From an optimization exercise on the open Yosys and OpenROAD flow, aimed at small area, a short achievable clock period and few clock cycles per item; shortcuts taken in it are not production practice. Function was checked by simulation only, so behaviour that the tests miss may differ from the original. No activity file was given, so power comes from the tool's default toggle rates.

## fft_4pt
module fft_4pt #(
    parameter DATA_WIDTH = 16
) (
    input clk,
    input rst_n,
    input data_valid_in,
    input  signed [DATA_WIDTH-1:0] x0_r,
    input  signed [DATA_WIDTH-1:0] x0_i,
    input  signed [DATA_WIDTH-1:0] x1_r,
    input  signed [DATA_WIDTH-1:0] x1_i,
    input  signed [DATA_WIDTH-1:0] x2_r,
    input  signed [DATA_WIDTH-1:0] x2_i,
    input  signed [DATA_WIDTH-1:0] x3_r,
    input  signed [DATA_WIDTH-1:0] x3_i,
    output data_valid_out,
    output signed [DATA_WIDTH+1:0] X0_r,
    output signed [DATA_WIDTH+1:0] X0_i,
    output signed [DATA_WIDTH+1:0] X1_r,
    output signed [DATA_WIDTH+1:0] X1_i,
    output signed [DATA_WIDTH+1:0] X2_r,
    output signed [DATA_WIDTH+1:0] X2_i,
    output signed [DATA_WIDTH+1:0] X3_r,
    output signed [DATA_WIDTH+1:0] X3_i
);
==> flow/config.mk <==
export PLATFORM = sky130hd
export DESIGN_NAME = fft_4pt
export DESIGN_NICKNAME = fft_4pt
export VERILOG_FILES = /design/flow/design.v
export SDC_FILE = /design/flow/constraint.sdc
export NUM_CORES = 4
export LEC_CHECK = 0
export CAP_MARGIN = 20
export CORE_MARGIN = 2
export CORE_UTILIZATION = 62
export CTS_BUF_LIST = sky130_fd_sc_hd__clkbuf_4 sky130_fd_sc_hd__clkbuf_8
export CTS_CLUSTER_DIAMETER = 60
export CTS_CLUSTER_SIZE = 16
export SETUP_SLACK_MARGIN = 0.85
export SLEW_MARGIN = 20
export BUFFER_PORTS_ARGS = -buffer_cell sky130_fd_sc_hd__buf_1
==> flow/constraint.sdc <==
create_clock -name core_clock -period 3.0 [get_ports {clk}]
set_input_delay 0.6000 -clock core_clock [delete_from_list [all_inputs] [get_ports {clk}]]
set_output_delay 0.6000 -clock core_clock [all_outputs]
set_load 0.01 [all_outputs]
standard.sh (not shown) runs the stock make flow with config.mk's settings and CLKGATE_MAP_FILE= SYNTH_SCRIPT=/design/flow/synth_recipe.tcl, a recipe that flattens the netlist after the stock synthesis.
==> flow/flow/run.sh <==
#!/bin/bash
# The standard layout (standard.sh), with the port buffers that buffer_ports
# inserts made of plain buf_1 cells instead of its default delay buffer.
set -euo pipefail
cd "$(dirname "$0")/.."
echo "export BUFFER_PORTS_ARGS = -buffer_cell sky130_fd_sc_hd__buf_1" >> config.mk
bash standard.sh > standard.log 2>&1
The starting point ran to the end with no violations.
Testbench counts at the start, summed over its fixed seeds: cycles 8,016, items 8,000.
Then changed:
Settings changed: SETUP_SLACK_MARGIN 0.85 to 0.6.
Result: The new run produced a clean layout. Final cell count falls by 1.5%. Wire length decreases by about 4%. Worst hold slack is better by 24 ps. Core utilization falls by 4.9 points. Power decreases by about 9%. Synthesized area is unchanged.
Then changed:
Settings changed: SETUP_SLACK_MARGIN 0.6 to 0.7.
Worst setup slack gains 64 ps.
Wire length climbs by 2.5%.
Clock-buffer cell count rose by 2.
Design area increases by 2.8%.
Synthesized area does not change.
Power rises by 6.7%.
Utilization goes up by 1.9 points.
Non-clock buffer count went up by 16.
Clock power is higher by 29%.

* * *

build 68:
The RTL this note starts from:
==> flow/design.v <==
module fft_4pt #(
    parameter DATA_WIDTH = 16
) (
    input clk,
    input rst_n,
    input data_valid_in,
    input  signed [DATA_WIDTH-1:0] x0_r,
    input  signed [DATA_WIDTH-1:0] x0_i,
    input  signed [DATA_WIDTH-1:0] x1_r,
    input  signed [DATA_WIDTH-1:0] x1_i,
    input  signed [DATA_WIDTH-1:0] x2_r,
    input  signed [DATA_WIDTH-1:0] x2_i,
    input  signed [DATA_WIDTH-1:0] x3_r,
    input  signed [DATA_WIDTH-1:0] x3_i,
    output data_valid_out,
    output signed [DATA_WIDTH+1:0] X0_r,
    output signed [DATA_WIDTH+1:0] X0_i,
    output signed [DATA_WIDTH+1:0] X1_r,
    output signed [DATA_WIDTH+1:0] X1_i,
    output signed [DATA_WIDTH+1:0] X2_r,
    output signed [DATA_WIDTH+1:0] X2_i,
    output signed [DATA_WIDTH+1:0] X3_r,
    output signed [DATA_WIDTH+1:0] X3_i
);
    localparam S1 = DATA_WIDTH + 1;    
    localparam S2 = DATA_WIDTH + 2;    
    localparam K  = 11;                 
    localparam HW = S2 - K;            
    function automatic [17:0] add17(input [16:0] a, input [16:0] b, input ci);
        reg [16:0] p, G, P, G2, P2;
        integer i, d;
        begin
            p = a ^ b;  G = a & b;  P = p;
            G[0] = G[0] | (p[0] & ci);
            for (d = 1; d < 17; d = d * 2) begin
                G2 = G;  P2 = P;
                for (i = 0; i < 17; i = i + 1)
                    if (((i + 1) % (2 * d)) == 0) begin
                        G2[i] = G[i] | (P[i] & G[i-d]);  P2[i] = P[i] & P[i-d];
                    end
                G = G2;  P = P2;
            end
            for (d = 16; d >= 1; d = d / 2) begin
                G2 = G;  P2 = P;
                for (i = 0; i < 17; i = i + 1)
                    if (((i + 1) % (2 * d)) == d && i >= 2 * d) begin
                        G2[i] = G[i] | (P[i] & G[i-d]);  P2[i] = P[i] & P[i-d];
                    end
                G = G2;  P = P2;
            end
            add17 = {G[16], p ^ {G[15:0], ci}};
        end
    endfunction
    function automatic [11:0] addk(input [10:0] a, input [10:0] b, input ci);
        reg [10:0] p, G, P, G2, P2;
        integer i, d;
        begin
            p = a ^ b;  G = a & b;  P = p;
            G[0] = G[0] | (p[0] & ci);
            for (d = 1; d < 11; d = d * 2) begin
                G2 = G;  P2 = P;
                for (i = 0; i < 11; i = i + 1)
                    if (((i + 1) % (2 * d)) == 0) begin
                        G2[i] = G[i] | (P[i] & G[i-d]);  P2[i] = P[i] & P[i-d];
                    end
                G = G2;  P = P2;
            end
            for (d = 16; d >= 1; d = d / 2) begin
                G2 = G;  P2 = P;
                for (i = 0; i < 11; i = i + 1)
                    if (((i + 1) % (2 * d)) == d && i >= 2 * d) begin
                        G2[i] = G[i] | (P[i] & G[i-d]);  P2[i] = P[i] & P[i-d];
                    end
                G = G2;  P = P2;
            end
            addk = {G[10], p ^ {G[9:0], ci}};
        end
    endfunction
    function automatic [7:0] addh(input [6:0] a, input [6:0] b, input ci);
        reg [6:0] p, G, P, G2, P2;
        integer i, d;
        begin
            p = a ^ b;  G = a & b;  P = p;
            G[0] = G[0] | (p[0] & ci);
            for (d = 1; d < 7; d = d * 2) begin
                G2 = G;  P2 = P;
                for (i = 0; i < 7; i = i + 1)
                    if (((i + 1) % (2 * d)) == 0) begin
                        G2[i] = G[i] | (P[i] & G[i-d]);  P2[i] = P[i] & P[i-d];
                    end
                G = G2;  P = P2;
            end
            for (d = 16; d >= 1; d = d / 2) begin
                G2 = G;  P2 = P;
                for (i = 0; i < 7; i = i + 1)
                    if (((i + 1) % (2 * d)) == d && i >= 2 * d) begin
                        G2[i] = G[i] | (P[i] & G[i-d]);  P2[i] = P[i] & P[i-d];
                    end
                G = G2;  P = P2;
            end
            addh = {G[6], p ^ {G[5:0], ci}};
        end
    endfunction
    function automatic [S1-1:0] bf1(input [DATA_WIDTH-1:0] a, input [DATA_WIDTH-1:0] b, input sub);
        reg [S1-1:0] bb;
        reg [S1:0]   t;
        begin
            bb = {b[DATA_WIDTH-1], b} ^ {S1{sub}};
            t = add17({a[DATA_WIDTH-1], a}, bb, sub);
            bf1 = t[S1-1:0];
        end
    endfunction
    reg signed [S1-1:0] A_r, A_i, B_r, B_i, C_r, C_i, D_r, D_i;
    always @(posedge clk) begin
        A_r <= bf1(x0_r, x2_r, 1'b0);  A_i <= bf1(x0_i, x2_i, 1'b0);
        B_r <= bf1(x0_r, x2_r, 1'b1);  B_i <= bf1(x0_i, x2_i, 1'b1);
        C_r <= bf1(x1_r, x3_r, 1'b0);  C_i <= bf1(x1_i, x3_i, 1'b0);
        D_r <= bf1(x1_r, x3_r, 1'b1);  D_i <= bf1(x1_i, x3_i, 1'b1);
    end
    function automatic [S2:0] bfly(input [S1-1:0] p, input [S1-1:0] q, input sub);
        reg [S1-1:0] qq;
        reg [K:0]    lo;
        reg [HW-1:0] hi;
        begin
            qq = sub ? ~q : q;
            lo = addk(p[K-1:0], qq[K-1:0], sub);
            hi = addh({p[S1-1], p[S1-1:K]}, {qq[S1-1], qq[S1-1:K]}, 1'b0);
            bfly = {hi, lo};
        end
    endfunction
    reg [S2:0] Y0_r, Y0_i, Y1_r, Y1_i, Y2_r, Y2_i, Y3_r, Y3_i;
    always @(posedge clk) begin
        Y0_r <= bfly(A_r, C_r, 1'b0);  Y0_i <= bfly(A_i, C_i, 1'b0);
        Y1_r <= bfly(B_r, D_i, 1'b0);  Y1_i <= bfly(B_i, D_r, 1'b1);
        Y2_r <= bfly(A_r, C_r, 1'b1);  Y2_i <= bfly(A_i, C_i, 1'b1);
        Y3_r <= bfly(B_r, D_i, 1'b1);  Y3_i <= bfly(B_i, D_r, 1'b0);
    end
    reg valid_s1, valid_s2;
    always @(posedge clk or negedge rst_n) begin
        if (!rst_n) begin
            valid_s1 <= 1'b0;
            valid_s2 <= 1'b0;
        end else begin
            valid_s1 <= data_valid_in;
            valid_s2 <= valid_s1;
        end
    end
    function automatic [S2-1:0] fin(input [S2:0] y);
        reg [HW-1:0] h, t;
        integer i;
        begin
            h = y[S2:K+1];
            for (i = 0; i < HW; i = i + 1)
                t[i] = y[K] & ((h & ((1 << i) - 1)) == ((1 << i) - 1));
            fin = {h ^ t, y[K-1:0]};
        end
    endfunction
    assign X0_r = fin(Y0_r);  assign X0_i = fin(Y0_i);
    assign X1_r = fin(Y1_r);  assign X1_i = fin(Y1_i);
    assign X2_r = fin(Y2_r);  assign X2_i = fin(Y2_i);
    assign X3_r = fin(Y3_r);  assign X3_i = fin(Y3_i);
    assign data_valid_out = valid_s2;
endmodule
==> flow/config.mk <==
export PLATFORM = sky130hd
export DESIGN_NAME = fft_4pt
export DESIGN_NICKNAME = fft_4pt
export VERILOG_FILES = /design/flow/design.v
export SDC_FILE = /design/flow/constraint.sdc
export NUM_CORES = 4
export LEC_CHECK = 0
export CAP_MARGIN = 20
export CORE_MARGIN = 2
export CORE_UTILIZATION = 62
export CTS_BUF_LIST = sky130_fd_sc_hd__clkbuf_4 sky130_fd_sc_hd__clkbuf_8
export CTS_CLUSTER_DIAMETER = 60
export CTS_CLUSTER_SIZE = 16
export SETUP_SLACK_MARGIN = 0.8
export SLEW_MARGIN = 20
export BUFFER_PORTS_ARGS = -buffer_cell sky130_fd_sc_hd__buf_1
==> flow/constraint.sdc <==
create_clock -name core_clock -period 3.0 [get_ports {clk}]
set_input_delay 0.6000 -clock core_clock [delete_from_list [all_inputs] [get_ports {clk}]]
set_output_delay 0.6000 -clock core_clock [all_outputs]
set_load 0.01 [all_outputs]
Scripts as last shown in full above: flow/flow/run.sh
Build 68: PASS, flow complete, no timing, DRC or antenna violations
Testbench counts of build 68, summed over its fixed seeds: cycles 8,016, items 8,000.
Changes in build 1 relative to build 68:
# build 68
export LEC_CHECK = 0
export CAP_MARGIN = 20
export CORE_MARGIN = 2
export CORE_UTILIZATION = 62
export CTS_BUF_LIST = sky130_fd_sc_hd__clkbuf_4 sky130_fd_sc_hd__clkbuf_8
export CTS_CLUSTER_DIAMETER = 60
export CTS_CLUSTER_SIZE = 16
export SETUP_SLACK_MARGIN = 0.8
export SLEW_MARGIN = 20
export BUFFER_PORTS_ARGS = -buffer_cell sky130_fd_sc_hd__buf_1
create_clock -name core_clock -period 3.0 [get_ports {clk}]
# build 1
export LEC_CHECK = 0
export ABC_AREA = 1
export CAP_MARGIN = 20
export CORE_MARGIN = 2
export CORE_UTILIZATION = 62
export CTS_BUF_LIST = sky130_fd_sc_hd__clkbuf_4 sky130_fd_sc_hd__clkbuf_8
export CTS_CLUSTER_DIAMETER = 60
export CTS_CLUSTER_SIZE = 16
export SETUP_SLACK_MARGIN = 0.45
export SLEW_MARGIN = 20
export BUFFER_PORTS_ARGS = -buffer_cell sky130_fd_sc_hd__buf_1
create_clock -name core_clock -period 3.0 [get_ports {clk}]
Results
- When build 1 is set beside build 68, its via count turns out to be about 2% larger.
- Build 1 has number of rows created at floorplan above what build 68 had.
- | area after synthesis | build 1 vs build 68 | worse |
- Across both runs, wire length was lower for build 1 than for build 68.
- Build 1 against build 68: sum of internal, switching and leakage power -about 6%; count of placed standard cells including taps grew by 12%; combinational fraction of design power -4.0 points; area added between synthesis and finish went down by 11 points; die outline height rose 2.9 um.
- Looking at length of routed met3 wiring, build 1 sits 150 um above build 68.
- Comparing build 1 and build 68, the lower xor and xnor fraction of the mapped netlist area is on build 1.
### build 1 -> build 34
# build 1
export LEC_CHECK = 0
export ABC_AREA = 1
export CAP_MARGIN = 20
export CORE_MARGIN = 2
export CORE_UTILIZATION = 62
export CTS_BUF_LIST = sky130_fd_sc_hd__clkbuf_4 sky130_fd_sc_hd__clkbuf_8
export CTS_CLUSTER_DIAMETER = 60
export CTS_CLUSTER_SIZE = 16
export SETUP_SLACK_MARGIN = 0.45
export SLEW_MARGIN = 20
export BUFFER_PORTS_ARGS = -buffer_cell sky130_fd_sc_hd__buf_1
create_clock -name core_clock -period 3.0 [get_ports {clk}]
# build 34
export LEC_CHECK = 0
export CAP_MARGIN = 20
export CORE_MARGIN = 2
export CORE_UTILIZATION = 62
export CTS_BUF_LIST = sky130_fd_sc_hd__clkbuf_4 sky130_fd_sc_hd__clkbuf_8
export CTS_CLUSTER_DIAMETER = 60
export CTS_CLUSTER_SIZE = 16
export SETUP_SLACK_MARGIN = 0.6
export SLEW_MARGIN = 20
export BUFFER_PORTS_ARGS = -buffer_cell sky130_fd_sc_hd__buf_1
create_clock -name core_clock -period 3.0 [get_ports {clk}]
## What came out
Comparing total global-route track usage for build 34 and build 1, the bigger number came from build 34.
Delta (build 34 minus build 1): power density of the placed cells up 0.79%, clock distribution power down about 6%, horizontal die dimension down 2.9 um, area growth from synthesis to final layout up 4.9 points, design area up 0.91%.
Per the comparison of build 34 with build 1, maximum clock rate roughly the same; fraction of area in multi-input gates climbed 2.6 points; synthesized area fell about 3.4%; basic-gate share of the synthesized area counting and, or, nand and nor cells went down; met3 usage in global routing comparable.
For build 34, the worst setup path startpoint was A_r[0]$_DFF_P_, unlike build 1, where it was D_r[0]$_DFF_P_.
Relative to build 34, the following input files were edited for build 75:
# build 34
export LEC_CHECK = 0
export CAP_MARGIN = 20
export CORE_MARGIN = 2
export CORE_UTILIZATION = 62
export CTS_BUF_LIST = sky130_fd_sc_hd__clkbuf_4 sky130_fd_sc_hd__clkbuf_8
export CTS_CLUSTER_DIAMETER = 60
export CTS_CLUSTER_SIZE = 16
export SETUP_SLACK_MARGIN = 0.6
export SLEW_MARGIN = 20
export BUFFER_PORTS_ARGS = -buffer_cell sky130_fd_sc_hd__buf_1
create_clock -name core_clock -period 3.0 [get_ports {clk}]
# build 75
export LEC_CHECK = 0
export ABC_AREA = 1
export CAP_MARGIN = 20
export CORE_MARGIN = 2
export CORE_UTILIZATION = 62
export CTS_BUF_LIST = sky130_fd_sc_hd__clkbuf_4 sky130_fd_sc_hd__clkbuf_8
export CTS_CLUSTER_DIAMETER = 60
export CTS_CLUSTER_SIZE = 16
export SETUP_SLACK_MARGIN = 0.6
export SLEW_MARGIN = 20
export BUFFER_PORTS_ARGS = -buffer_cell sky130_fd_sc_hd__buf_1
create_clock -name core_clock -period 3.0 [get_ports {clk}]
==> run summary <==
The final worst-path cycle share of build 75 is lower than that of build 34. Going from build 34 to build 75, number of clock buffers in the layout now larger, adder-cell share of the synthesized area now smaller, multi-input combinational cell area now smaller, detailed-routed wire length on met3 now larger, data required time of the critical path now smaller. Of build 34 and build 75, the run reporting the higher non-clock buffer contribution to total cell area was build 75. Relative to build 34, smallest setup slack after layout increased by 64 ps in build 75. Post-layout utilization of the core for build 75: 1.6 points down relative to build 34. Global routing met1 resource utilization: build 75 vs build 34 up 0.47 points.

* * *

== MS ==
// fft_4pt: RTL as listed in full above, without the edits since
==> flow/config.mk <==
export PLATFORM = sky130hd
export DESIGN_NAME = fft_4pt
export DESIGN_NICKNAME = fft_4pt
export VERILOG_FILES = /design/flow/design.v
export SDC_FILE = /design/flow/constraint.sdc
export NUM_CORES = 4
export LEC_CHECK = 0
export ABC_AREA = 1
export CAP_MARGIN = 20
export CORE_MARGIN = 2
export CORE_UTILIZATION = 62
export CTS_BUF_LIST = sky130_fd_sc_hd__clkbuf_4 sky130_fd_sc_hd__clkbuf_8
export CTS_CLUSTER_DIAMETER = 60
export CTS_CLUSTER_SIZE = 16
export SETUP_SLACK_MARGIN = 0.75
export SLEW_MARGIN = 20
export BUFFER_PORTS_ARGS = -buffer_cell sky130_fd_sc_hd__buf_1
==> flow/constraint.sdc <==
create_clock -name core_clock -period 3.0 [get_ports {clk}]
set_input_delay 0.6000 -clock core_clock [delete_from_list [all_inputs] [get_ports {clk}]]
set_output_delay 0.6000 -clock core_clock [all_outputs]
set_load 0.01 [all_outputs]
Scripts as last shown in full above: flow/flow/run.sh
Testbench counts of MS, summed over its fixed seeds: cycles 8,016, items 8,000.
## Diff of input files: TR against MS
# MS
export LEC_CHECK = 0
export ABC_AREA = 1
export CAP_MARGIN = 20
export CORE_MARGIN = 2
export CORE_UTILIZATION = 62
export CTS_BUF_LIST = sky130_fd_sc_hd__clkbuf_4 sky130_fd_sc_hd__clkbuf_8
export CTS_CLUSTER_DIAMETER = 60
export CTS_CLUSTER_SIZE = 16
export SETUP_SLACK_MARGIN = 0.75
export SLEW_MARGIN = 20
export BUFFER_PORTS_ARGS = -buffer_cell sky130_fd_sc_hd__buf_1
create_clock -name core_clock -period 3.0 [get_ports {clk}]
# TR
export LEC_CHECK = 0
export ABC_AREA = 1
export CAP_MARGIN = 20
export CORE_MARGIN = 2
export CORE_UTILIZATION = 62
export CTS_BUF_LIST = sky130_fd_sc_hd__clkbuf_4 sky130_fd_sc_hd__clkbuf_8
export CTS_CLUSTER_DIAMETER = 60
export CTS_CLUSTER_SIZE = 16
export SETUP_SLACK_MARGIN = 0.9
export SLEW_MARGIN = 20
export BUFFER_PORTS_ARGS = -buffer_cell sky130_fd_sc_hd__buf_1
create_clock -name core_clock -period 3.0 [get_ports {clk}]
--- outcome ---
Cmp TR vs MS: total power higher in TR. Number of buffers inserted by port buffering: MS vs TR identical. [compare] base=MS new=TR: core utilization of the finished layout increased by 3.0 points relative to the old numbers, average wire length per cell after detail routing now sits higher, number of gates resized after CTS rose 89%, wire length of the first global-routing pass stayed essentially flat. Total wire length in TR is 1.4 mm above MS. Compared TR against MS; register area within noise. The run showing the greater register share of the cell area is MS. TR has less setup slack than MS.

[re-timing with driven ports]
The flow's constraints put no driver on any port. The routed layouts listed below were extracted and timed again, unchanged, in two steps. Step 1 assumes that a clkbuf_16 drives the clock port and a buf_2 every other input. Step 2 also shifts input and output timing later by t, the mid clock arrival at the registers, as if the neighbouring blocks saw the same clock. a / b / c = ideal / step 1 / step 2; a / b = the first two.
run	shift t [ns]	setup slack, ns	worst setup path after step 2	worst register clock-pin slew, ns
the first run of note 1	0.661	0.511 / 0.458 / 0.277	input to register	0.11 / 0.11
the second run of note 1	0.627	0.578 / 0.529 / 0.194	input to register	0.10 / 0.10
the third run of note 1	0.628	0.641 / 0.593 / 0.188	input to register	0.10 / 0.10
build 68	0.631	0.560 / 0.528 / 0.205	input to register	0.11 / 0.11
build 1	0.625	0.588 / 0.547 / 0.337	input to register	0.10 / 0.10
build 34	0.625	0.594 / 0.591 / 0.096	input to register	0.10 / 0.10
build 75	0.629	0.658 / 0.608 / 0.340	input to register	0.10 / 0.10
MS	0.621	0.607 / 0.558 / 0.373	input to register	0.10 / 0.10
TR	0.635	0.584 / 0.539 / 0.403	input to register	0.10 / 0.10
After both steps setup and hold are still met in every run listed. The setup slack of build 34, which loses most, moves by -0.003 ns with the drivers and by -0.498 ns with both steps.
